This is an optimization exercise on Yosys and OpenROAD, whose aim is small area, a short achievable clock period and few clock cycles, not a production implementation.
No functional check of the RTL was part of any run shown here.

`flow/config.mk`:
```
export PLATFORM = sky130hd
export DESIGN_NAME = goldschmidt_divider_q4_4
export DESIGN_NICKNAME = goldschmidt_divider_q4_4
export VERILOG_FILES = /design/flow/design.v
export SDC_FILE = /design/flow/constraint.sdc
export NUM_CORES = 4
export LEC_CHECK = 0
export CAP_MARGIN = 20
export CORE_MARGIN = 2
export CORE_UTILIZATION = 60
export SETUP_SLACK_MARGIN = 1.5
export SLEW_MARGIN = 20
```
`flow/constraint.sdc`:
```
create_clock -name core_clock -period 8.0 [get_ports {clk}]
set_input_delay 1.6000 -clock core_clock [delete_from_list [all_inputs] [get_ports {clk}]]
set_output_delay 1.6000 -clock core_clock [all_outputs]
set_load 0.01 [all_outputs]
```
`flow/design.v`:
```
module goldschmidt_divider_q4_4 (
    input  wire       clk,
    input  wire       rst_n,
    input  wire       start,
    input  wire [7:0] numerator,
    input  wire [7:0] denominator,
    output wire [7:0] quotient,
    output reg        valid,
    output reg        error
);
    reg busy;
    always @(posedge clk or negedge rst_n) begin
        if (!rst_n) begin
            busy  <= 1'b0;
            valid <= 1'b0;
        end else begin
            busy  <= start;
            valid <= busy;
        end
    end
    wire       sgn0 = numerator[7] ^ denominator[7];
    wire [7:0] nr0  = numerator[7]   ? -numerator   : numerator;
    wire [7:0] dr0  = denominator[7] ? -denominator : denominator;
    reg [2:0] p0, cls0;
    always @(*) begin
        casez (dr0)
            8'b1???????: begin p0 = 3'd7; cls0 = dr0[6:4]; end
            8'b01??????: begin p0 = 3'd6; cls0 = dr0[5:3]; end
            8'b001?????: begin p0 = 3'd5; cls0 = dr0[4:2]; end
            8'b0001????: begin p0 = 3'd4; cls0 = dr0[3:1]; end
            8'b00001???: begin p0 = 3'd3; cls0 = dr0[2:0]; end
            8'b000001??: begin p0 = 3'd2; cls0 = {dr0[1:0], 1'b0}; end
            8'b0000001?: begin p0 = 3'd1; cls0 = {dr0[0], 2'b0}; end
            default:     begin p0 = 3'd0; cls0 = 3'd0; end
        endcase
    end
    reg [11:0] k1a0;
    always @(*) begin
        case (cls0)
            3'd0: k1a0 = 12'd3128;
            3'd1: k1a0 = 12'd2687;
            3'd2: k1a0 = 12'd2144;
            3'd3: k1a0 = 12'd1744;
            3'd4: k1a0 = 12'd1232;
            3'd5: k1a0 = 12'd908;
            3'd6: k1a0 = 12'd562;
            3'd7: k1a0 = 12'd273;
        endcase
    end
    reg [7:0] rom0;
    always @(*) begin
        case (nr0[6:0])
            7'd0: rom0 = 8'd0;
            7'd1: rom0 = 8'd187;
            7'd2: rom0 = 8'd229;
            7'd3: rom0 = 8'd108;
            7'd4: rom0 = 8'd242;
            7'd5: rom0 = 8'd173;
            7'd6: rom0 = 8'd215;
            7'd7: rom0 = 8'd94;
            7'd8: rom0 = 8'd229;
            7'd9: rom0 = 8'd15;
            7'd10: rom0 = 8'd202;
            7'd11: rom0 = 8'd81;
            7'd12: rom0 = 8'd122;
            7'd13: rom0 = 8'd1;
            7'd14: rom0 = 8'd188;
            7'd15: rom0 = 8'd67;
            7'd16: rom0 = 8'd109;
            7'd17: rom0 = 8'd244;
            7'd18: rom0 = 8'd123;
            7'd19: rom0 = 8'd216;
            7'd20: rom0 = 8'd95;
            7'd21: rom0 = 8'd230;
            7'd22: rom0 = 8'd16;
            7'd23: rom0 = 8'd203;
            7'd24: rom0 = 8'd82;
            7'd25: rom0 = 8'd217;
            7'd26: rom0 = 8'd3;
            7'd27: rom0 = 8'd138;
            7'd28: rom0 = 8'd68;
            7'd29: rom0 = 8'd110;
            7'd30: rom0 = 8'd245;
            7'd31: rom0 = 8'd124;
            7'd32: rom0 = 8'd166;
            7'd33: rom0 = 8'd97;
            7'd34: rom0 = 8'd232;
            7'd35: rom0 = 8'd111;
            7'd36: rom0 = 8'd153;
            7'd37: rom0 = 8'd83;
            7'd38: rom0 = 8'd218;
            7'd39: rom0 = 8'd4;
            7'd40: rom0 = 8'd139;
            7'd41: rom0 = 8'd18;
            7'd42: rom0 = 8'd112;
            7'd43: rom0 = 8'd247;
            7'd44: rom0 = 8'd125;
            7'd45: rom0 = 8'd4;
            7'd46: rom0 = 8'd98;
            7'd47: rom0 = 8'd233;
            7'd48: rom0 = 8'd112;
            7'd49: rom0 = 8'd154;
            7'd50: rom0 = 8'd33;
            7'd51: rom0 = 8'd220;
            7'd52: rom0 = 8'd5;
            7'd53: rom0 = 8'd140;
            7'd54: rom0 = 8'd19;
            7'd55: rom0 = 8'd206;
            7'd56: rom0 = 8'd248;
            7'd57: rom0 = 8'd127;
            7'd58: rom0 = 8'd6;
            7'd59: rom0 = 8'd47;
            7'd60: rom0 = 8'd234;
            7'd61: rom0 = 8'd113;
            7'd62: rom0 = 8'd155;
            7'd63: rom0 = 8'd34;
            7'd64: rom0 = 8'd169;
            7'd65: rom0 = 8'd100;
            7'd66: rom0 = 8'd141;
            7'd67: rom0 = 8'd20;
            7'd68: rom0 = 8'd155;
            7'd69: rom0 = 8'd249;
            7'd70: rom0 = 8'd128;
            7'd71: rom0 = 8'd7;
            7'd72: rom0 = 8'd49;
            7'd73: rom0 = 8'd183;
            7'd74: rom0 = 8'd114;
            7'd75: rom0 = 8'd249;
            7'd76: rom0 = 8'd35;
            7'd77: rom0 = 8'd170;
            7'd78: rom0 = 8'd101;
            7'd79: rom0 = 8'd143;
            7'd80: rom0 = 8'd21;
            7'd81: rom0 = 8'd156;
            7'd82: rom0 = 8'd198;
            7'd83: rom0 = 8'd129;
            7'd84: rom0 = 8'd8;
            7'd85: rom0 = 8'd143;
            7'd86: rom0 = 8'd58;
            7'd87: rom0 = 8'd245;
            7'd88: rom0 = 8'd30;
            7'd89: rom0 = 8'd165;
            7'd90: rom0 = 8'd44;
            7'd91: rom0 = 8'd179;
            7'd92: rom0 = 8'd17;
            7'd93: rom0 = 8'd152;
            7'd94: rom0 = 8'd31;
            7'd95: rom0 = 8'd72;
            7'd96: rom0 = 8'd207;
            7'd97: rom0 = 8'd138;
            7'd98: rom0 = 8'd180;
            7'd99: rom0 = 8'd59;
            7'd100: rom0 = 8'd194;
            7'd101: rom0 = 8'd125;
            7'd102: rom0 = 8'd166;
            7'd103: rom0 = 8'd45;
            7'd104: rom0 = 8'd180;
            7'd105: rom0 = 8'd222;
            7'd106: rom0 = 8'd153;
            7'd107: rom0 = 8'd32;
            7'd108: rom0 = 8'd74;
            7'd109: rom0 = 8'd208;
            7'd110: rom0 = 8'd139;
            7'd111: rom0 = 8'd18;
            7'd112: rom0 = 8'd60;
            7'd113: rom0 = 8'd195;
            7'd114: rom0 = 8'd74;
            7'd115: rom0 = 8'd168;
            7'd116: rom0 = 8'd47;
            7'd117: rom0 = 8'd181;
            7'd118: rom0 = 8'd223;
            7'd119: rom0 = 8'd154;
            7'd120: rom0 = 8'd33;
            7'd121: rom0 = 8'd168;
            7'd122: rom0 = 8'd210;
            7'd123: rom0 = 8'd89;
            7'd124: rom0 = 8'd19;
            7'd125: rom0 = 8'd61;
            7'd126: rom0 = 8'd196;
            7'd127: rom0 = 8'd75;
        endcase
    end
    wire dz0   = (denominator == 8'd0);
    wire eq0   = (nr0 == dr0);
    wire d160  = (dr0 == 8'h10);
    wire d1280 = (denominator == 8'h80);
    reg [7:0] spec0;
    always @(*) begin
        if (dz0)       spec0 = 8'h00;
        else if (eq0)  spec0 = 8'h10;
        else if (d160) spec0 = nr0;
        else           spec0 = rom0;
    end
    reg [7:0]  nr;
    reg [11:0] k1;
    reg [2:0]  pa, cls;
    reg        sgna, dza, usespa;
    reg [7:0]  speca;
    always @(posedge clk) begin
        nr     <= nr0;
        k1     <= k1a0;
        pa     <= p0;
        cls    <= cls0;
        sgna   <= sgn0;
        dza    <= dz0;
        usespa <= dz0 | eq0 | d160 | d1280;
        speca  <= spec0;
    end
    wire m1_1;
    wire m1_2;
    wire m1_3;
    wire m1_4;
    wire m1_5;
    wire m1_6;
    wire m1_7;
    wire m1_8;
    wire m1_9;
    wire m1_10;
    wire m1_11;
    wire m1_12;
    wire m1_13;
    wire m1_14;
    wire m1_15;
    wire m1_16;
    wire m1_17;
    wire m1_18;
    wire m1_19;
    wire m1_20;
    wire m1_21;
    wire m1_22;
    wire m1_23;
    wire m1_24;
    wire m1_25;
    wire m1_26;
    wire m1_27;
    wire m1_28;
    wire m1_29;
    wire m1_30;
    wire m1_31;
    wire m1_32;
    wire m1_33;
    wire m1_34;
    wire m1_35;
    wire m1_36;
    wire m1_37;
    wire m1_38;
    wire m1_39;
    wire m1_40;
    wire m1_41;
    wire m1_42;
    wire m1_43;
    wire m1_44;
    wire m1_45;
    wire m1_46;
    wire m1_47;
    wire m1_48;
    wire m1_49;
    wire m1_50;
    wire m1_51;
    wire m1_52;
    wire m1_53;
    wire m1_54;
    wire m1_55;
    wire m1_56;
    wire m1_57;
    wire m1_58;
    wire m1_59;
    wire m1_60;
    wire m1_61;
    wire m1_62;
    wire m1_63;
    wire m1_64;
    wire m1_65;
    wire m1_66;
    wire m1_67;
    wire m1_68;
    wire m1_69;
    wire m1_70;
    wire m1_71;
    wire m1_72;
    wire m1_73;
    wire m1_74;
    wire m1_75;
    wire m1_76;
    wire m1_77;
    wire m1_78;
    wire m1_79;
    wire m1_80;
    wire m1_81;
    wire m1_82;
    wire m1_83;
    wire m1_84;
    wire m1_85;
    wire m1_86;
    wire m1_87;
    wire m1_88;
    wire m1_89;
    wire m1_90;
    wire m1_91;
    wire m1_92;
    wire m1_93;
    wire m1_94;
    wire m1_95;
    wire m1_96;
    wire m1_97;
    wire m1_98;
    wire m1_99;
    wire m1_100;
    wire m1_101;
    wire m1_102;
    wire m1_103;
    wire m1_104;
    wire m1_105;
    wire m1_106;
    wire m1_107;
    wire m1_108;
    wire m1_109;
    wire m1_110;
    wire m1_111;
    wire m1_112;
    wire m1_113;
    wire m1_114;
    wire m1_115;
    wire m1_116;
    wire m1_117;
    wire m1_118;
    wire m1_119;
    wire m1_120;
    assign m1_1 = (nr[0] & k1[6]) ^ (nr[1] & k1[5]);
    assign m1_2 = (nr[0] & k1[6]) & (nr[1] & k1[5]);
    assign m1_3 = (nr[0] & k1[7]) ^ (nr[1] & k1[6]) ^ (nr[2] & k1[5]);
    assign m1_4 = ((nr[0] & k1[7]) & (nr[1] & k1[6])) | ((nr[0] & k1[7]) & (nr[2] & k1[5])) | ((nr[1] & k1[6]) & (nr[2] & k1[5]));
    assign m1_5 = (nr[0] & k1[8]) ^ (nr[1] & k1[7]) ^ (nr[2] & k1[6]);
    assign m1_6 = ((nr[0] & k1[8]) & (nr[1] & k1[7])) | ((nr[0] & k1[8]) & (nr[2] & k1[6])) | ((nr[1] & k1[7]) & (nr[2] & k1[6]));
    assign m1_7 = (nr[0] & k1[9]) ^ (nr[1] & k1[8]) ^ (nr[2] & k1[7]);
    assign m1_8 = ((nr[0] & k1[9]) & (nr[1] & k1[8])) | ((nr[0] & k1[9]) & (nr[2] & k1[7])) | ((nr[1] & k1[8]) & (nr[2] & k1[7]));
    assign m1_9 = (nr[0] & k1[10]) ^ (nr[1] & k1[9]) ^ (nr[2] & k1[8]);
    assign m1_10 = ((nr[0] & k1[10]) & (nr[1] & k1[9])) | ((nr[0] & k1[10]) & (nr[2] & k1[8])) | ((nr[1] & k1[9]) & (nr[2] & k1[8]));
    assign m1_11 = (nr[0] & k1[11]) ^ (nr[1] & k1[10]) ^ (nr[2] & k1[9]);
    assign m1_12 = ((nr[0] & k1[11]) & (nr[1] & k1[10])) | ((nr[0] & k1[11]) & (nr[2] & k1[9])) | ((nr[1] & k1[10]) & (nr[2] & k1[9]));
    assign m1_13 = nr[0] ^ (nr[1] & k1[11]) ^ (nr[2] & k1[10]);
    assign m1_14 = (nr[0] & (nr[1] & k1[11])) | (nr[0] & (nr[2] & k1[10])) | ((nr[1] & k1[11]) & (nr[2] & k1[10]));
    assign m1_15 = nr[1] ^ (nr[2] & k1[11]);
    assign m1_16 = nr[1] & (nr[2] & k1[11]);
    assign m1_17 = (nr[0] & k1[4]) ^ (nr[1] & k1[3]);
    assign m1_18 = (nr[0] & k1[4]) & (nr[1] & k1[3]);
    assign m1_19 = (nr[0] & k1[5]) ^ (nr[1] & k1[4]) ^ (nr[2] & k1[3]);
    assign m1_20 = ((nr[0] & k1[5]) & (nr[1] & k1[4])) | ((nr[0] & k1[5]) & (nr[2] & k1[3])) | ((nr[1] & k1[4]) & (nr[2] & k1[3]));
    assign m1_21 = (nr[3] & k1[2]) ^ (nr[4] & k1[1]);
    assign m1_22 = (nr[3] & k1[2]) & (nr[4] & k1[1]);
    assign m1_23 = (nr[2] & k1[4]) ^ (nr[3] & k1[3]) ^ (nr[4] & k1[2]);
    assign m1_24 = ((nr[2] & k1[4]) & (nr[3] & k1[3])) | ((nr[2] & k1[4]) & (nr[4] & k1[2])) | ((nr[3] & k1[3]) & (nr[4] & k1[2]));
    assign m1_25 = (nr[5] & k1[1]) ^ (nr[6] & k1[0]) ^ m1_1;
    assign m1_26 = ((nr[5] & k1[1]) & (nr[6] & k1[0])) | ((nr[5] & k1[1]) & m1_1) | ((nr[6] & k1[0]) & m1_1);
    assign m1_27 = (nr[3] & k1[4]) ^ (nr[4] & k1[3]) ^ (nr[5] & k1[2]);
    assign m1_28 = ((nr[3] & k1[4]) & (nr[4] & k1[3])) | ((nr[3] & k1[4]) & (nr[5] & k1[2])) | ((nr[4] & k1[3]) & (nr[5] & k1[2]));
    assign m1_29 = ((nr[6] & k1[1]) | (nr[7] & k1[0])) ^ m1_2 ^ m1_3;
    assign m1_30 = (((nr[6] & k1[1]) | (nr[7] & k1[0])) & m1_2) | (((nr[6] & k1[1]) | (nr[7] & k1[0])) & m1_3) | (m1_2 & m1_3);
    assign m1_31 = (nr[3] & k1[5]) ^ (nr[4] & k1[4]) ^ (nr[5] & k1[3]);
    assign m1_32 = ((nr[3] & k1[5]) & (nr[4] & k1[4])) | ((nr[3] & k1[5]) & (nr[5] & k1[3])) | ((nr[4] & k1[4]) & (nr[5] & k1[3]));
    assign m1_33 = ((nr[6] & k1[2]) | (nr[7] & k1[1])) ^ m1_4 ^ m1_5;
    assign m1_34 = (((nr[6] & k1[2]) | (nr[7] & k1[1])) & m1_4) | (((nr[6] & k1[2]) | (nr[7] & k1[1])) & m1_5) | (m1_4 & m1_5);
    assign m1_35 = (nr[3] & k1[6]) ^ (nr[4] & k1[5]) ^ (nr[5] & k1[4]);
    assign m1_36 = ((nr[3] & k1[6]) & (nr[4] & k1[5])) | ((nr[3] & k1[6]) & (nr[5] & k1[4])) | ((nr[4] & k1[5]) & (nr[5] & k1[4]));
    assign m1_37 = ((nr[6] & k1[3]) | (nr[7] & k1[2])) ^ m1_6 ^ m1_7;
    assign m1_38 = (((nr[6] & k1[3]) | (nr[7] & k1[2])) & m1_6) | (((nr[6] & k1[3]) | (nr[7] & k1[2])) & m1_7) | (m1_6 & m1_7);
    assign m1_39 = (nr[3] & k1[7]) ^ (nr[4] & k1[6]) ^ (nr[5] & k1[5]);
    assign m1_40 = ((nr[3] & k1[7]) & (nr[4] & k1[6])) | ((nr[3] & k1[7]) & (nr[5] & k1[5])) | ((nr[4] & k1[6]) & (nr[5] & k1[5]));
    assign m1_41 = ((nr[6] & k1[4]) | (nr[7] & k1[3])) ^ m1_8 ^ m1_9;
    assign m1_42 = (((nr[6] & k1[4]) | (nr[7] & k1[3])) & m1_8) | (((nr[6] & k1[4]) | (nr[7] & k1[3])) & m1_9) | (m1_8 & m1_9);
    assign m1_43 = (nr[3] & k1[8]) ^ (nr[4] & k1[7]) ^ (nr[5] & k1[6]);
    assign m1_44 = ((nr[3] & k1[8]) & (nr[4] & k1[7])) | ((nr[3] & k1[8]) & (nr[5] & k1[6])) | ((nr[4] & k1[7]) & (nr[5] & k1[6]));
    assign m1_45 = ((nr[6] & k1[5]) | (nr[7] & k1[4])) ^ m1_10 ^ m1_11;
    assign m1_46 = (((nr[6] & k1[5]) | (nr[7] & k1[4])) & m1_10) | (((nr[6] & k1[5]) | (nr[7] & k1[4])) & m1_11) | (m1_10 & m1_11);
    assign m1_47 = (nr[3] & k1[9]) ^ (nr[4] & k1[8]) ^ (nr[5] & k1[7]);
    assign m1_48 = ((nr[3] & k1[9]) & (nr[4] & k1[8])) | ((nr[3] & k1[9]) & (nr[5] & k1[7])) | ((nr[4] & k1[8]) & (nr[5] & k1[7]));
    assign m1_49 = ((nr[6] & k1[6]) | (nr[7] & k1[5])) ^ m1_12 ^ m1_13;
    assign m1_50 = (((nr[6] & k1[6]) | (nr[7] & k1[5])) & m1_12) | (((nr[6] & k1[6]) | (nr[7] & k1[5])) & m1_13) | (m1_12 & m1_13);
    assign m1_51 = (nr[3] & k1[10]) ^ (nr[4] & k1[9]) ^ (nr[5] & k1[8]);
    assign m1_52 = ((nr[3] & k1[10]) & (nr[4] & k1[9])) | ((nr[3] & k1[10]) & (nr[5] & k1[8])) | ((nr[4] & k1[9]) & (nr[5] & k1[8]));
    assign m1_53 = ((nr[6] & k1[7]) | (nr[7] & k1[6])) ^ m1_15 ^ m1_14;
    assign m1_54 = (((nr[6] & k1[7]) | (nr[7] & k1[6])) & m1_15) | (((nr[6] & k1[7]) | (nr[7] & k1[6])) & m1_14) | (m1_15 & m1_14);
    assign m1_55 = nr[2] ^ (nr[3] & k1[11]) ^ (nr[4] & k1[10]);
    assign m1_56 = (nr[2] & (nr[3] & k1[11])) | (nr[2] & (nr[4] & k1[10])) | ((nr[3] & k1[11]) & (nr[4] & k1[10]));
    assign m1_57 = (nr[5] & k1[9]) ^ ((nr[6] & k1[8]) | (nr[7] & k1[7])) ^ m1_16;
    assign m1_58 = ((nr[5] & k1[9]) & ((nr[6] & k1[8]) | (nr[7] & k1[7]))) | ((nr[5] & k1[9]) & m1_16) | (((nr[6] & k1[8]) | (nr[7] & k1[7])) & m1_16);
    assign m1_59 = nr[3] ^ (nr[4] & k1[11]) ^ (nr[5] & k1[10]);
    assign m1_60 = (nr[3] & (nr[4] & k1[11])) | (nr[3] & (nr[5] & k1[10])) | ((nr[4] & k1[11]) & (nr[5] & k1[10]));
    assign m1_61 = (nr[0] & k1[3]) ^ (nr[1] & k1[2]);
    assign m1_62 = (nr[0] & k1[3]) & (nr[1] & k1[2]);
    assign m1_63 = (nr[2] & k1[2]) ^ (nr[3] & k1[1]) ^ (nr[4] & k1[0]);
    assign m1_64 = ((nr[2] & k1[2]) & (nr[3] & k1[1])) | ((nr[2] & k1[2]) & (nr[4] & k1[0])) | ((nr[3] & k1[1]) & (nr[4] & k1[0]));
    assign m1_65 = (nr[5] & k1[0]) ^ m1_18 ^ m1_21;
    assign m1_66 = ((nr[5] & k1[0]) & m1_18) | ((nr[5] & k1[0]) & m1_21) | (m1_18 & m1_21);
    assign m1_67 = m1_22 ^ m1_20 ^ m1_23;
    assign m1_68 = (m1_22 & m1_20) | (m1_22 & m1_23) | (m1_20 & m1_23);
    assign m1_69 = m1_24 ^ m1_27 ^ m1_26;
    assign m1_70 = (m1_24 & m1_27) | (m1_24 & m1_26) | (m1_27 & m1_26);
    assign m1_71 = m1_28 ^ m1_31 ^ m1_30;
    assign m1_72 = (m1_28 & m1_31) | (m1_28 & m1_30) | (m1_31 & m1_30);
    assign m1_73 = m1_32 ^ m1_35 ^ m1_34;
    assign m1_74 = (m1_32 & m1_35) | (m1_32 & m1_34) | (m1_35 & m1_34);
    assign m1_75 = m1_36 ^ m1_39 ^ m1_38;
    assign m1_76 = (m1_36 & m1_39) | (m1_36 & m1_38) | (m1_39 & m1_38);
    assign m1_77 = m1_40 ^ m1_43 ^ m1_42;
    assign m1_78 = (m1_40 & m1_43) | (m1_40 & m1_42) | (m1_43 & m1_42);
    assign m1_79 = m1_44 ^ m1_47 ^ m1_46;
    assign m1_80 = (m1_44 & m1_47) | (m1_44 & m1_46) | (m1_47 & m1_46);
    assign m1_81 = m1_48 ^ m1_51 ^ m1_53;
    assign m1_82 = (m1_48 & m1_51) | (m1_48 & m1_53) | (m1_51 & m1_53);
    assign m1_83 = m1_52 ^ m1_55 ^ m1_57;
    assign m1_84 = (m1_52 & m1_55) | (m1_52 & m1_57) | (m1_55 & m1_57);
    assign m1_85 = ((nr[6] & k1[9]) | (nr[7] & k1[8])) ^ m1_56 ^ m1_59;
    assign m1_86 = (((nr[6] & k1[9]) | (nr[7] & k1[8])) & m1_56) | (((nr[6] & k1[9]) | (nr[7] & k1[8])) & m1_59) | (m1_56 & m1_59);
    assign m1_87 = nr[4] ^ (nr[5] & k1[11]) ^ ((nr[6] & k1[10]) | (nr[7] & k1[9]));
    assign m1_88 = (nr[4] & (nr[5] & k1[11])) | (nr[4] & ((nr[6] & k1[10]) | (nr[7] & k1[9]))) | ((nr[5] & k1[11]) & ((nr[6] & k1[10]) | (nr[7] & k1[9])));
    assign m1_89 = (nr[0] & k1[2]) ^ (nr[1] & k1[1]);
    assign m1_90 = (nr[0] & k1[2]) & (nr[1] & k1[1]);
    assign m1_91 = (nr[2] & k1[1]) ^ (nr[3] & k1[0]) ^ m1_61;
    assign m1_92 = ((nr[2] & k1[1]) & (nr[3] & k1[0])) | ((nr[2] & k1[1]) & m1_61) | ((nr[3] & k1[0]) & m1_61);
    assign m1_93 = m1_62 ^ m1_17 ^ m1_63;
    assign m1_94 = (m1_62 & m1_17) | (m1_62 & m1_63) | (m1_17 & m1_63);
    assign m1_95 = m1_64 ^ m1_19 ^ m1_65;
    assign m1_96 = (m1_64 & m1_19) | (m1_64 & m1_65) | (m1_19 & m1_65);
    assign m1_97 = m1_66 ^ m1_25 ^ m1_67;
    assign m1_98 = (m1_66 & m1_25) | (m1_66 & m1_67) | (m1_25 & m1_67);
    assign m1_99 = m1_68 ^ m1_29 ^ m1_69;
    assign m1_100 = (m1_68 & m1_29) | (m1_68 & m1_69) | (m1_29 & m1_69);
    assign m1_101 = m1_33 ^ m1_70 ^ m1_71;
    assign m1_102 = (m1_33 & m1_70) | (m1_33 & m1_71) | (m1_70 & m1_71);
    assign m1_103 = m1_37 ^ m1_72 ^ m1_73;
    assign m1_104 = (m1_37 & m1_72) | (m1_37 & m1_73) | (m1_72 & m1_73);
    assign m1_105 = m1_41 ^ m1_74 ^ m1_75;
    assign m1_106 = (m1_41 & m1_74) | (m1_41 & m1_75) | (m1_74 & m1_75);
    assign m1_107 = m1_45 ^ m1_76 ^ m1_77;
    assign m1_108 = (m1_45 & m1_76) | (m1_45 & m1_77) | (m1_76 & m1_77);
    assign m1_109 = m1_49 ^ m1_78 ^ m1_79;
    assign m1_110 = (m1_49 & m1_78) | (m1_49 & m1_79) | (m1_78 & m1_79);
    assign m1_111 = m1_50 ^ m1_80 ^ m1_81;
    assign m1_112 = (m1_50 & m1_80) | (m1_50 & m1_81) | (m1_80 & m1_81);
    assign m1_113 = m1_54 ^ m1_83 ^ m1_82;
    assign m1_114 = (m1_54 & m1_83) | (m1_54 & m1_82) | (m1_83 & m1_82);
    assign m1_115 = m1_58 ^ m1_85 ^ m1_84;
    assign m1_116 = (m1_58 & m1_85) | (m1_58 & m1_84) | (m1_85 & m1_84);
    assign m1_117 = m1_60 ^ m1_87 ^ m1_86;
    assign m1_118 = (m1_60 & m1_87) | (m1_60 & m1_86) | (m1_87 & m1_86);
    assign m1_119 = nr[5] ^ ((nr[6] & k1[11]) | (nr[7] & k1[10])) ^ m1_88;
    assign m1_120 = (nr[5] & ((nr[6] & k1[11]) | (nr[7] & k1[10]))) | (nr[5] & m1_88) | (((nr[6] & k1[11]) | (nr[7] & k1[10])) & m1_88);
    wire [19:0] x_a = {nr[7], (nr[6] | (nr[7] & k1[11])), m1_119, m1_117, m1_115, m1_113, m1_111, m1_109, m1_107, m1_105, m1_103, m1_101, m1_99, m1_97, m1_95, m1_93, m1_91, m1_89, (nr[0] & k1[1]), (nr[0] & k1[0])};
    wire [19:0] x_b = {1'b0, m1_120, m1_118, m1_116, m1_114, m1_112, m1_110, m1_108, m1_106, m1_104, m1_102, m1_100, m1_98, m1_96, m1_94, m1_92, m1_90, (nr[2] & k1[0]), (nr[1] & k1[0]), 1'b0};
    wire [19:0] x  = x_a + x_b;
    wire [11:0] n2 = x[19:8];
    reg [4:0] d2;     
    reg [1:0] s3;     
    always @(*) begin
        case (cls)
            3'd0: begin d2 = 5'd31; s3 = 2'd0; end
            3'd1: begin d2 = 5'd18; s3 = 2'd1; end
            3'd2: begin d2 = 5'd13; s3 = 2'd2; end
            3'd3: begin d2 = 5'd6; s3 = 2'd2; end
            3'd4: begin d2 = 5'd7; s3 = 2'd2; end
            3'd5: begin d2 = 5'd2; s3 = 2'd2; end
            3'd6: begin d2 = 5'd2; s3 = 2'd2; end
            3'd7: begin d2 = 5'd1; s3 = 2'd2; end
        endcase
    end
    wire m2_1;
    wire m2_2;
    wire m2_3;
    wire m2_4;
    wire m2_5;
    wire m2_6;
    wire m2_7;
    wire m2_8;
    wire m2_9;
    wire m2_10;
    wire m2_11;
    wire m2_12;
    wire m2_13;
    wire m2_14;
    wire m2_15;
    wire m2_16;
    wire m2_17;
    wire m2_18;
    wire m2_19;
    wire m2_20;
    wire m2_21;
    wire m2_22;
    wire m2_23;
    wire m2_24;
    wire m2_25;
    wire m2_26;
    wire m2_27;
    wire m2_28;
    wire m2_29;
    wire m2_30;
    wire m2_31;
    wire m2_32;
    wire m2_33;
    wire m2_34;
    wire m2_35;
    wire m2_36;
    wire m2_37;
    wire m2_38;
    wire m2_39;
    wire m2_40;
    wire m2_41;
    wire m2_42;
    wire m2_43;
    wire m2_44;
    wire m2_45;
    wire m2_46;
    wire m2_47;
    wire m2_48;
    wire m2_49;
    wire m2_50;
    wire m2_51;
    wire m2_52;
    wire m2_53;
    wire m2_54;
    wire m2_55;
    wire m2_56;
    wire m2_57;
    wire m2_58;
    wire m2_59;
    wire m2_60;
    wire m2_61;
    wire m2_62;
    wire m2_63;
    wire m2_64;
    wire m2_65;
    wire m2_66;
    wire m2_67;
    wire m2_68;
    wire m2_69;
    wire m2_70;
    wire m2_71;
    wire m2_72;
    wire m2_73;
    wire m2_74;
    wire m2_75;
    wire m2_76;
    wire m2_77;
    wire m2_78;
    wire m2_79;
    wire m2_80;
    wire m2_81;
    wire m2_82;
    assign m2_1 = (n2[0] & d2[4]) ^ (n2[1] & d2[3]);
    assign m2_2 = (n2[0] & d2[4]) & (n2[1] & d2[3]);
    assign m2_3 = (n2[1] & d2[4]) ^ (n2[2] & d2[3]) ^ (n2[3] & d2[2]);
    assign m2_4 = ((n2[1] & d2[4]) & (n2[2] & d2[3])) | ((n2[1] & d2[4]) & (n2[3] & d2[2])) | ((n2[2] & d2[3]) & (n2[3] & d2[2]));
    assign m2_5 = (n2[2] & d2[4]) ^ (n2[3] & d2[3]) ^ (n2[4] & d2[2]);
    assign m2_6 = ((n2[2] & d2[4]) & (n2[3] & d2[3])) | ((n2[2] & d2[4]) & (n2[4] & d2[2])) | ((n2[3] & d2[3]) & (n2[4] & d2[2]));
    assign m2_7 = (n2[3] & d2[4]) ^ (n2[4] & d2[3]) ^ (n2[5] & d2[2]);
    assign m2_8 = ((n2[3] & d2[4]) & (n2[4] & d2[3])) | ((n2[3] & d2[4]) & (n2[5] & d2[2])) | ((n2[4] & d2[3]) & (n2[5] & d2[2]));
    assign m2_9 = n2[0] ^ (n2[4] & d2[4]) ^ (n2[5] & d2[3]);
    assign m2_10 = (n2[0] & (n2[4] & d2[4])) | (n2[0] & (n2[5] & d2[3])) | ((n2[4] & d2[4]) & (n2[5] & d2[3]));
    assign m2_11 = (n2[6] & d2[2]) ^ (n2[7] & d2[1]);
    assign m2_12 = (n2[6] & d2[2]) & (n2[7] & d2[1]);
    assign m2_13 = n2[1] ^ (n2[5] & d2[4]) ^ (n2[6] & d2[3]);
    assign m2_14 = (n2[1] & (n2[5] & d2[4])) | (n2[1] & (n2[6] & d2[3])) | ((n2[5] & d2[4]) & (n2[6] & d2[3]));
    assign m2_15 = (n2[7] & d2[2]) ^ (n2[8] & d2[1]) ^ (n2[9] & d2[0]);
    assign m2_16 = ((n2[7] & d2[2]) & (n2[8] & d2[1])) | ((n2[7] & d2[2]) & (n2[9] & d2[0])) | ((n2[8] & d2[1]) & (n2[9] & d2[0]));
    assign m2_17 = n2[2] ^ (n2[6] & d2[4]) ^ (n2[7] & d2[3]);
    assign m2_18 = (n2[2] & (n2[6] & d2[4])) | (n2[2] & (n2[7] & d2[3])) | ((n2[6] & d2[4]) & (n2[7] & d2[3]));
    assign m2_19 = (n2[8] & d2[2]) ^ (n2[9] & d2[1]) ^ (n2[10] & d2[0]);
    assign m2_20 = ((n2[8] & d2[2]) & (n2[9] & d2[1])) | ((n2[8] & d2[2]) & (n2[10] & d2[0])) | ((n2[9] & d2[1]) & (n2[10] & d2[0]));
    assign m2_21 = n2[3] ^ (n2[7] & d2[4]) ^ (n2[8] & d2[3]);
    assign m2_22 = (n2[3] & (n2[7] & d2[4])) | (n2[3] & (n2[8] & d2[3])) | ((n2[7] & d2[4]) & (n2[8] & d2[3]));
    assign m2_23 = (n2[9] & d2[2]) ^ (n2[10] & d2[1]) ^ (n2[11] & d2[0]);
    assign m2_24 = ((n2[9] & d2[2]) & (n2[10] & d2[1])) | ((n2[9] & d2[2]) & (n2[11] & d2[0])) | ((n2[10] & d2[1]) & (n2[11] & d2[0]));
    assign m2_25 = n2[4] ^ (n2[8] & d2[4]) ^ (n2[9] & d2[3]);
    assign m2_26 = (n2[4] & (n2[8] & d2[4])) | (n2[4] & (n2[9] & d2[3])) | ((n2[8] & d2[4]) & (n2[9] & d2[3]));
    assign m2_27 = (n2[10] & d2[2]) ^ (n2[11] & d2[1]);
    assign m2_28 = (n2[10] & d2[2]) & (n2[11] & d2[1]);
    assign m2_29 = n2[5] ^ (n2[9] & d2[4]) ^ (n2[10] & d2[3]);
    assign m2_30 = (n2[5] & (n2[9] & d2[4])) | (n2[5] & (n2[10] & d2[3])) | ((n2[9] & d2[4]) & (n2[10] & d2[3]));
    assign m2_31 = (n2[0] & d2[3]) ^ (n2[1] & d2[2]);
    assign m2_32 = (n2[0] & d2[3]) & (n2[1] & d2[2]);
    assign m2_33 = (n2[2] & d2[2]) ^ (n2[3] & d2[1]) ^ (n2[4] & d2[0]);
    assign m2_34 = ((n2[2] & d2[2]) & (n2[3] & d2[1])) | ((n2[2] & d2[2]) & (n2[4] & d2[0])) | ((n2[3] & d2[1]) & (n2[4] & d2[0]));
    assign m2_35 = (n2[4] & d2[1]) ^ (n2[5] & d2[0]) ^ m2_2;
    assign m2_36 = ((n2[4] & d2[1]) & (n2[5] & d2[0])) | ((n2[4] & d2[1]) & m2_2) | ((n2[5] & d2[0]) & m2_2);
    assign m2_37 = (n2[5] & d2[1]) ^ (n2[6] & d2[0]) ^ m2_4;
    assign m2_38 = ((n2[5] & d2[1]) & (n2[6] & d2[0])) | ((n2[5] & d2[1]) & m2_4) | ((n2[6] & d2[0]) & m2_4);
    assign m2_39 = (n2[6] & d2[1]) ^ (n2[7] & d2[0]) ^ m2_6;
    assign m2_40 = ((n2[6] & d2[1]) & (n2[7] & d2[0])) | ((n2[6] & d2[1]) & m2_6) | ((n2[7] & d2[0]) & m2_6);
    assign m2_41 = (n2[8] & d2[0]) ^ m2_11 ^ m2_8;
    assign m2_42 = ((n2[8] & d2[0]) & m2_11) | ((n2[8] & d2[0]) & m2_8) | (m2_11 & m2_8);
    assign m2_43 = m2_12 ^ m2_10 ^ m2_13;
    assign m2_44 = (m2_12 & m2_10) | (m2_12 & m2_13) | (m2_10 & m2_13);
    assign m2_45 = m2_14 ^ m2_16 ^ m2_17;
    assign m2_46 = (m2_14 & m2_16) | (m2_14 & m2_17) | (m2_16 & m2_17);
    assign m2_47 = m2_18 ^ m2_20 ^ m2_21;
    assign m2_48 = (m2_18 & m2_20) | (m2_18 & m2_21) | (m2_20 & m2_21);
    assign m2_49 = m2_27 ^ m2_22 ^ m2_24;
    assign m2_50 = (m2_27 & m2_22) | (m2_27 & m2_24) | (m2_22 & m2_24);
    assign m2_51 = (n2[11] & d2[2]) ^ m2_28 ^ m2_26;
    assign m2_52 = ((n2[11] & d2[2]) & m2_28) | ((n2[11] & d2[2]) & m2_26) | (m2_28 & m2_26);
    assign m2_53 = n2[6] ^ (n2[10] & d2[4]) ^ (n2[11] & d2[3]);
    assign m2_54 = (n2[6] & (n2[10] & d2[4])) | (n2[6] & (n2[11] & d2[3])) | ((n2[10] & d2[4]) & (n2[11] & d2[3]));
    assign m2_55 = (n2[0] & d2[2]) ^ (n2[1] & d2[1]);
    assign m2_56 = (n2[0] & d2[2]) & (n2[1] & d2[1]);
    assign m2_57 = (n2[2] & d2[1]) ^ (n2[3] & d2[0]) ^ m2_31;
    assign m2_58 = ((n2[2] & d2[1]) & (n2[3] & d2[0])) | ((n2[2] & d2[1]) & m2_31) | ((n2[3] & d2[0]) & m2_31);
    assign m2_59 = m2_32 ^ m2_1 ^ m2_33;
    assign m2_60 = (m2_32 & m2_1) | (m2_32 & m2_33) | (m2_1 & m2_33);
    assign m2_61 = m2_34 ^ m2_3 ^ m2_35;
    assign m2_62 = (m2_34 & m2_3) | (m2_34 & m2_35) | (m2_3 & m2_35);
    assign m2_63 = m2_5 ^ m2_36 ^ m2_37;
    assign m2_64 = (m2_5 & m2_36) | (m2_5 & m2_37) | (m2_36 & m2_37);
    assign m2_65 = m2_7 ^ m2_38 ^ m2_39;
    assign m2_66 = (m2_7 & m2_38) | (m2_7 & m2_39) | (m2_38 & m2_39);
    assign m2_67 = m2_9 ^ m2_40 ^ m2_41;
    assign m2_68 = (m2_9 & m2_40) | (m2_9 & m2_41) | (m2_40 & m2_41);
    assign m2_69 = m2_15 ^ m2_42 ^ m2_43;
    assign m2_70 = (m2_15 & m2_42) | (m2_15 & m2_43) | (m2_42 & m2_43);
    assign m2_71 = m2_19 ^ m2_44 ^ m2_45;
    assign m2_72 = (m2_19 & m2_44) | (m2_19 & m2_45) | (m2_44 & m2_45);
    assign m2_73 = m2_23 ^ m2_46 ^ m2_47;
    assign m2_74 = (m2_23 & m2_46) | (m2_23 & m2_47) | (m2_46 & m2_47);
    assign m2_75 = m2_25 ^ m2_49 ^ m2_48;
    assign m2_76 = (m2_25 & m2_49) | (m2_25 & m2_48) | (m2_49 & m2_48);
    assign m2_77 = m2_29 ^ m2_50 ^ m2_51;
    assign m2_78 = (m2_29 & m2_50) | (m2_29 & m2_51) | (m2_50 & m2_51);
    assign m2_79 = m2_30 ^ m2_53 ^ m2_52;
    assign m2_80 = (m2_30 & m2_53) | (m2_30 & m2_52) | (m2_53 & m2_52);
    assign m2_81 = n2[7] ^ (n2[11] & d2[4]) ^ m2_54;
    assign m2_82 = (n2[7] & (n2[11] & d2[4])) | (n2[7] & m2_54) | ((n2[11] & d2[4]) & m2_54);
    wire [19:0] y_a = {n2[11], n2[10], n2[9], n2[8], m2_81, m2_79, m2_77, m2_75, m2_73, m2_71, m2_69, m2_67, m2_65, m2_63, m2_61, m2_59, m2_57, m2_55, (n2[0] & d2[1]), (n2[0] & d2[0])};
    wire [19:0] y_b = {1'b0, 1'b0, 1'b0, m2_82, m2_80, m2_78, m2_76, m2_74, m2_72, m2_70, m2_68, m2_66, m2_64, m2_62, m2_60, m2_58, m2_56, (n2[2] & d2[0]), (n2[1] & d2[0]), 1'b0};
    wire [8:0] ylo = {1'b0, y_a[7:0]} + {1'b0, y_b[7:0]};
    reg [11:0] ysb, ycb;
    reg        c8b, sg;
    reg [2:0]  pb;
    reg [1:0]  sb;
    always @(posedge clk) begin
        ysb   <= usespa ? {3'd0, speca, 1'b0} : y_a[19:8];
        ycb   <= usespa ? 12'd0 : y_b[19:8];
        c8b   <= ~usespa & ylo[8];
        pb    <= usespa ? 3'd0 : pa;
        sb    <= usespa ? 2'd3 : s3;
        sg    <= sgna;
        error <= dza;
    end
    wire [11:0] n3 = ysb + ycb + {11'd0, c8b};
    wire [11:0] n3s = (sb == 2'd0) ? {6'd0, n3[11:6]} :
                      (sb == 2'd1) ? {7'd0, n3[11:7]} :
                      (sb == 2'd2) ? {8'd0, n3[11:8]} : 12'd0;
    wire [14:0] v = ({3'd0, n3} ^ {15{sg}}) + ({3'd0, n3s} ^ {15{sg}}) +
                    (15'd1 << pb) + {14'd0, sg};
    wire [14:0] vs = v >> pb;
    assign quotient = vs[8:1];
endmodule
```
`flow/run.sh`:
```
#!/bin/bash
# synth_recipe.tcl (not shown) runs the flow's synth.tcl, then flattens the netlist and writes it again
# the make line also repeats each setting of config.mk as NAME=value (left out here)
make -C /OpenROAD-flow-scripts/flow DESIGN_CONFIG=/design/flow/config.mk WORK_HOME=/design/flow/orfs CLKGATE_MAP_FILE= SYNTH_SCRIPT=/design/flow/synth_recipe.tcl finish
```
==> results of run 1 <==
[worst max-delay path: stages, from the launching register on]
cell,delay [ns]
dfxtp_2,0.32
fa_2,0.39
inv_2,0.07
fa_2,0.21
nor2b_2,0.05
o31a_1,0.30
or2_4,0.26
a211o_1,0.29
nand3_2,0.09
a31oi_2,0.10
xnor2_1,0.15
fa_1,0.54
nand2_1,0.08
fa_2,0.38
nand2b_4,0.15
a21o_1,0.20
a211oi_4,0.30
or4_4,0.20
o211ai_1,0.08
mux4_2,0.50
mux2_4,0.29
buf_6,0.12
[per-layer routing]
layer,global-route usage (%),up-vias,wire (um)
li1,-,4658,-
met1,41.8,4809,12900
met4,7.55,0,674
met3,5.49,58,2050
met5,0,-,0
met2,48.9,404,13700
[state kept, by name, indices dropped and copies added, names as in the netlist, 2 cells and up]
| register | cells |
|---|---|
| ysb | 12 |
| speca | 8 |
| ycb | 9 |
| k1 | 12 |
| pb | 3 |
| sb | 2 |
| d2 | 5 |
| pa | 3 |
| nr | 8 |
| s3 | 2 |
[logic make-up after synthesis]
logic type	share of synthesized area, %
mux	4.83
flops	13.2
fa+ha+maj	26.8
simple gates	21.6
buf+inv	7.75
compound gates	21.0
xor+xnor	4.78
[placed cells by master, fill, tap and decap left out, types with 13 or more instances in the layout]
master,instances
buf_4,35
nor2b_1,30
nor3_1,34
xor2_1,16
o211ai_1,22
ha_1,71
fa_1,93
dfxtp_1,55
inv_1,120
nor3b_1,14
and2_1,90
mux2i_1,18
a211oi_1,13
o21ai_0,50
nand2_1,105
nand2b_1,16
a21oi_1,64
clkdlybuf4s50_1,20
nand3_1,24
mux2_2,16
nor2_1,54
xnor2_1,30
[stage by stage]
step | util (%) | hold slack (ns) | worst slack, ns | cell area, um^2
CTS | 65.8 | 0.325 | 0.992 | 11800
finish | 68.0 | 0.325 | 0.990 | 12200
detailed placement | 62.7 | 0.312 | 0.610 | 11300
floorplan | - | 0.310 | 1.53 | 11000
global placement | 62.7 | 0.310 | 0.821 | 11300
global route | 68.0 | 0.342 | 0.791 | 12200
[cell type report]
type	count	area (um^2)
clock buffers	10	239
clock inverters	5	81.3
fillers	1549	5760
inverters	128	480
multi-input cells	1044	9100
flip-flops and latches	72	1480
well taps	229	287
repair buffers	65	543
[worst max path at each step]
stage | from | end | slack (ns) | cells past startpoint
6_report | c8b | quotient[3] | 0.99 | 21
3_3_place_gp | ysb[0] | quotient[3] | 0.82 | 20
2_1_floorplan | ysb[0] | quotient[3] | 1.53 | 20
4_1_cts | c8b | quotient[3] | 0.99 | 21
3_5_place_dp | ysb[0] | quotient[3] | 0.61 | 20
5_1_grt | c8b | quotient[3] | 0.79 | 21
[repair_timing]
action                                 in CTS  in global routing
endpoints found under the hold margin       0                  0
buffers inserted                           11                 15
setup endpoints to repair                  16                 19
gates resized for setup                    73                 62
pin swaps                                  20                 38
==> impl_metrics.env, run 1 <==
export IMPL_outcome="no timing/DRC/antenna violations"
export IMPL_ys_warn_count=1
export IMPL_drive_gt1_share_pct=14.5
export IMPL_die_h_um=139
export IMPL_fin_crit_sh_pct=87.6
export IMPL_skew_ns=0.0198
export IMPL_synth_most_common_cell="inv_1"
export IMPL_worstSkewPairLatency_ns=0.35
export IMPL_syn_num_nets=1526
export IMPL_tns_ns=0
export IMPL_dieArea_um2=19400
export IMPL_postRouteWirelength_um=29400
export IMPL_cp_max_fo=4
export IMPL_setup_viol=0
export IMPL_cts_sinks=72
export IMPL_path_class="reg -> out"
export IMPL_grt_pass1_wl_um=47900
export IMPL_synth_edff_count=0
export IMPL_initial_utilization_pct=61.0
export IMPL_viasPerCell=6.39
export IMPL_syn_instance_count=1332
export IMPL_synth_area_leaders="fa_1 18%, dfxtp_1 13%, ha_1 8.7%, and2_1 5.2%, inv_1 4.1%"
export IMPL_r2r_start="nr[0]"
export IMPL_ff2ff_path_depth=21
export IMPL_root_buffer="clkbuf_16"
export IMPL_min_from="sgna"
export IMPL_antenna_found_initial=0
export IMPL_clk_pin_slew_ns=0.06
export IMPL_grt_use_total_pct=30.1
export IMPL_drc_errors=0
export IMPL_core_um2=18000
export IMPL_grt_pass1_vias=9407
export IMPL_overflow=0
export IMPL_whs_endpoint="sg"
export IMPL_start_kind="flop"
export IMPL_r2r_slack_ns=1.71
export IMPL_yosysTopAreaCell="fa_1"
export IMPL_drt_iter0_markers=963
export IMPL_final_max_slew_viol_count=0
export IMPL_htreeDepth=3
export IMPL_dr_pass1_iters=6
export IMPL_final_hold_viol_count=0
export IMPL_wl_per_cell_um=18.9
export IMPL_cts_buffers=9
export IMPL_tightest_slew_ns=0.904
export IMPL_dp_hpwl_um=21100
export IMPL_rsz0062_at_grt="true"
export IMPL_synthFlopType="dfxtp_1"
export IMPL_port_buffers=28
export IMPL_die_x_um=139
export IMPL_io_pins=29
export IMPL_instances_no_fill=1553
export IMPL_yosys_area_top_type_share_pct=18.1
export IMPL_ys_ff_latch=72
export IMPL_cp_arrival_ns=5.41
export IMPL_cap_violations=0
export IMPL_diodes=0
export IMPL_fmax_mhz=143
export IMPL_crit_required_ns=6.40
export IMPL_layout_min_cycle_time_ns=7.01
export IMPL_synth_commonest_cells="121 x inv_1, 106 x nand2_1, 99 x fa_1"
export IMPL_rr_endpoint="c8b"
export IMPL_gp_congestion=0.936
export IMPL_num_rows=49
export IMPL_maxSlewHeadroom_pct=38.0
export IMPL_critPathCaptureType="output port"
export IMPL_ant_nets=0
export IMPL_grt_max_degree=53
export IMPL_syn2layout_area_growth_pct=11.4
export IMPL_whs_path_depth=0
export IMPL_dp_cells=1512
export IMPL_ys_types=92
export IMPL_hold_buffers=0
export IMPL_clk_path_buf_depth=2
export IMPL_async_reset_ff_share_pct=2.78
export IMPL_yosysSeqAreaShare_pct=13.2
export IMPL_hp_class="reg -> reg"
export IMPL_routed_via_count=9929
export IMPL_syn_area_um2=11000
export IMPL_cts_tree="yes"
export IMPL_nets=1514
export IMPL_avgSynthCellArea_um2=8.23
==> run 2: changes to the inputs <==
--- a/flow/config.mk
+++ b/flow/config.mk
@@ -8,5 +8,5 @@
 export CAP_MARGIN = 20
 export CORE_MARGIN = 2
 export CORE_UTILIZATION = 60
-export SETUP_SLACK_MARGIN = 1.5
+export SETUP_SLACK_MARGIN = 2.5
 export SLEW_MARGIN = 20
==> run 2 against run 1 <==
Compared with the run above:
- final cell count rose by 3.2%
- critical path type unchanged
- core utilization up 5.1 points
- worst setup slack improved by 0.0064 ns
- die area unchanged
- sequential share of layout area shrank 0.75 points
- via count is 3.2% higher
- non-clock buffer count grew 48
- highest routed layer unchanged
- register-to-register slack improved by 0.12 ns
- first-iteration DRC count up 24%
==> impl_metrics.env, run 2 <==
export IMPL_outcome="no timing/DRC/antenna violations"
export IMPL_clk_path_buf_depth=2
export IMPL_grt_max_degree=53
export IMPL_synth_commonest_cells="121 x inv_1, 106 x nand2_1, 99 x fa_1"
export IMPL_syn_instance_count=1332
export IMPL_die_h_um=139
export IMPL_core_um2=18000
export IMPL_nFillCells=1352
export IMPL_yosys_area_top_type_share_pct=18.1
export IMPL_htreeDepth=3
export IMPL_clk_pin_slew_ns=0.05
export IMPL_reg_top3="k1 (12), ysb (12), ycb (9)"
export IMPL_nets=1562
export IMPL_grt_use_total_pct=32.1
export IMPL_critPathCaptureType="output port"
export IMPL_avgSynthCellArea_um2=8.23
export IMPL_cts_tree="yes"
export IMPL_rsz0062_at_grt="true"
export IMPL_r2r_slack_ns=1.83
export IMPL_ys_types=92
export IMPL_synth_area_leaders="fa_1 18%, dfxtp_1 13%, ha_1 8.7%, and2_1 5.2%, inv_1 4.1%"
export IMPL_initial_utilization_pct=61.0
export IMPL_hp_class="reg -> reg"
export IMPL_crit_required_ns=6.40
export IMPL_dieArea_um2=19400
export IMPL_seqCellArea_um2=1490
export IMPL_place_ws_ns=0.859
export IMPL_final_hold_viol_count=0
export IMPL_drt_iter0_markers=1192
export IMPL_setup_viol=0
export IMPL_synthFlopType="dfxtp_1"
export IMPL_dp_hpwl_um=21500
export IMPL_maxSlewHeadroom_pct=35.5
export IMPL_routed_via_count=10200
export IMPL_path_class="reg -> out"
export IMPL_critical_path_cell_chain="fa_2, inv_2, fa_2, nor2b_2, o31a_1, or2_4, a211o_1, nand3_1, a31oi_1, xnor2_1, fa_1, nand2_1, fa_2, nand2b_4, a21o_1, a211oi_4, or4_4, o211ai_1, mux4_2, mux2_4, buf_6"
export IMPL_ys_warn_count=1
export IMPL_cp_arrival_ns=5.40
export IMPL_skew_ns=0.0149
export IMPL_layout_min_cycle_time_ns=7.00
export IMPL_multiInputGateArea_um2=9610
export IMPL_mostFrequentLayoutCells="107 x inv_1, 94 x nand2_1, 69 x and2_1"
export IMPL_gp_congestion=0.910
export IMPL_ys_ff_latch=72
export IMPL_yosysSeqAreaShare_pct=13.2
export IMPL_drive_gt1_share_pct=24.9
export IMPL_overflow=0
export IMPL_yosysTopAreaCell="fa_1"
export IMPL_cp_max_fo=4
export IMPL_post_dp_cell_area_um2=11400
export IMPL_fin_crit_sh_pct=87.5
export IMPL_crit_top_cell="fa_2"
export IMPL_layout_commonest_cell="inv_1"
export IMPL_finalInstanceArea_um2=13100
export IMPL_grt_pass1_vias=10000
export IMPL_cts_sinks=72
export IMPL_rr_endpoint="ysb[3]"
export IMPL_root_buffer="clkbuf_16"
export IMPL_holdWs_ns=0.326
export IMPL_min_from="sgna"
export IMPL_slowest_stage="fa_1"
export IMPL_wl_per_cell_um=19.8
export IMPL_viasPerCell=6.40
export IMPL_cts_buffers=9
export IMPL_slowest_delay_ns=0.58
export IMPL_final_util_pct=73.1
export IMPL_start_kind="flop"
export IMPL_syn_num_nets=1526
export IMPL_ff2ff_path_depth=21
export IMPL_layout_setup_ws_ns=0.996
export IMPL_worstSkewPairLatency_ns=0.35
export IMPL_ant_nets=0
export IMPL_final_max_slew_viol_count=0
export IMPL_num_rows=49
export IMPL_tightest_slew_ns=0.941
export IMPL_async_reset_ff_share_pct=2.78
export IMPL_grt_pass1_wl_um=51100
export IMPL_fmax_mhz=143
export IMPL_port_buffers=28
export IMPL_tns_ns=0
export IMPL_r2r_start="nr[0]"
export IMPL_postRouteWirelength_um=31700
export IMPL_dr_pass1_iters=6
export IMPL_cap_violations=0
export IMPL_whs_path_depth=0
export IMPL_whs_endpoint="sg"
export IMPL_syn_area_um2=11000
export IMPL_syn2layout_area_growth_pct=19.8
export IMPL_synth_edff_count=0
export IMPL_drc_errors=0
export IMPL_synth_most_common_cell="inv_1"
export IMPL_die_x_um=139
export IMPL_antenna_found_initial=1
export IMPL_io_pins=29
==> run 2: repair_timing <==
item | 4_1_cts | 5_1_grt
setup buffers | 50 | 25
resized for setup | 159 | 76
pin swaps | 80 | 57
hold buffers | 0 | 0
gates cloned | 0 | 0
setup endpoints to repair | 28 | 31
==> run 2: critical path: cells and delay by family, from the launching register on <==
kind | cells | cell delay, ns
fa+ha+maj | 4 | 1.57
compound gates | 6 | 1.24
simple gates | 6 | 0.79
mux | 2 | 0.79
flops | 1 | 0.32
buf+inv | 2 | 0.19
xor+xnor | 1 | 0.16
==> run 2: final cells by class <==
cell class / instances / area share, %
Antenna cell: 1 / 0.0191
Sequential cell: 72 / 11.4
Multi-Input combinational cell: 1044 / 73.2
Clock buffer: 12 / 1.88
Tap cell: 229 / 2.18
Timing Repair Buffer: 113 / 7.34
Inverter: 128 / 3.66
Clock inverter: 3 / 0.324
==> run 2: kinds of logic after synthesis <==
family | share of synthesized area, %
AND/OR/NAND/NOR | 21.6
AO/OA/AOI/OAI | 21.0
buffers and inverters | 7.75
adder cells (fa/ha/maj) | 26.8
flip-flops | 13.2
XOR/XNOR | 4.78
multiplexers | 4.83
==> run 2: worst max path at each step <==
stage / from / end
after global routing: ysb[0] / quotient[2]
after CTS: ysb[0] / quotient[3]
after floorplan: c8b / quotient[1]
after global placement: c8b / quotient[1]
final: ysb[0] / quotient[3]
after detailed placement: c8b / quotient[1]
==> run 2: stage by stage <==
step                cells
CTS                  1576
floorplan            1332
finish               1602
detailed placement   1511
global route         1601
global placement     1511
==> run 2: layer usage <==
layer / part of all wire (%) / wire length [um] / vias up / global-route usage, %
li1: - / - / 4751 / -
met1: 43 / 13600 / 4964 / 44.3
met2: 48 / 15200 / 463 / 52.3
met3: 6.8 / 2160 / 71 / 5.46
met4: 2.3 / 741 / 0 / 9.14
met5: 0 / 0 / - / 0

[separate check: timing with driven ports]
How much do the figures lean on ideal ports? The routed layouts below were timed once more, with nothing changed but the port constraints. Step 1, drivers: a clkbuf_16 drives clk and a buf_2 each remaining input, both assumed. Step 2 moves the port delays by t, midway between the first and last clock arrival at a register: inputs arrive t later, outputs are due t later. That takes back most of the time a late clock gives input paths. a / b / c = no drivers / after step 1 / after step 2; a / b = the first two.
run	t (ns)	setup WS [ns]	worst setup path after step 2
run 1	0.383	0.990 / 0.944 / 1.327	register to output
run 2	0.385	0.996 / 0.951 / 1.336	register to output
After both steps every run listed still meets setup and hold.
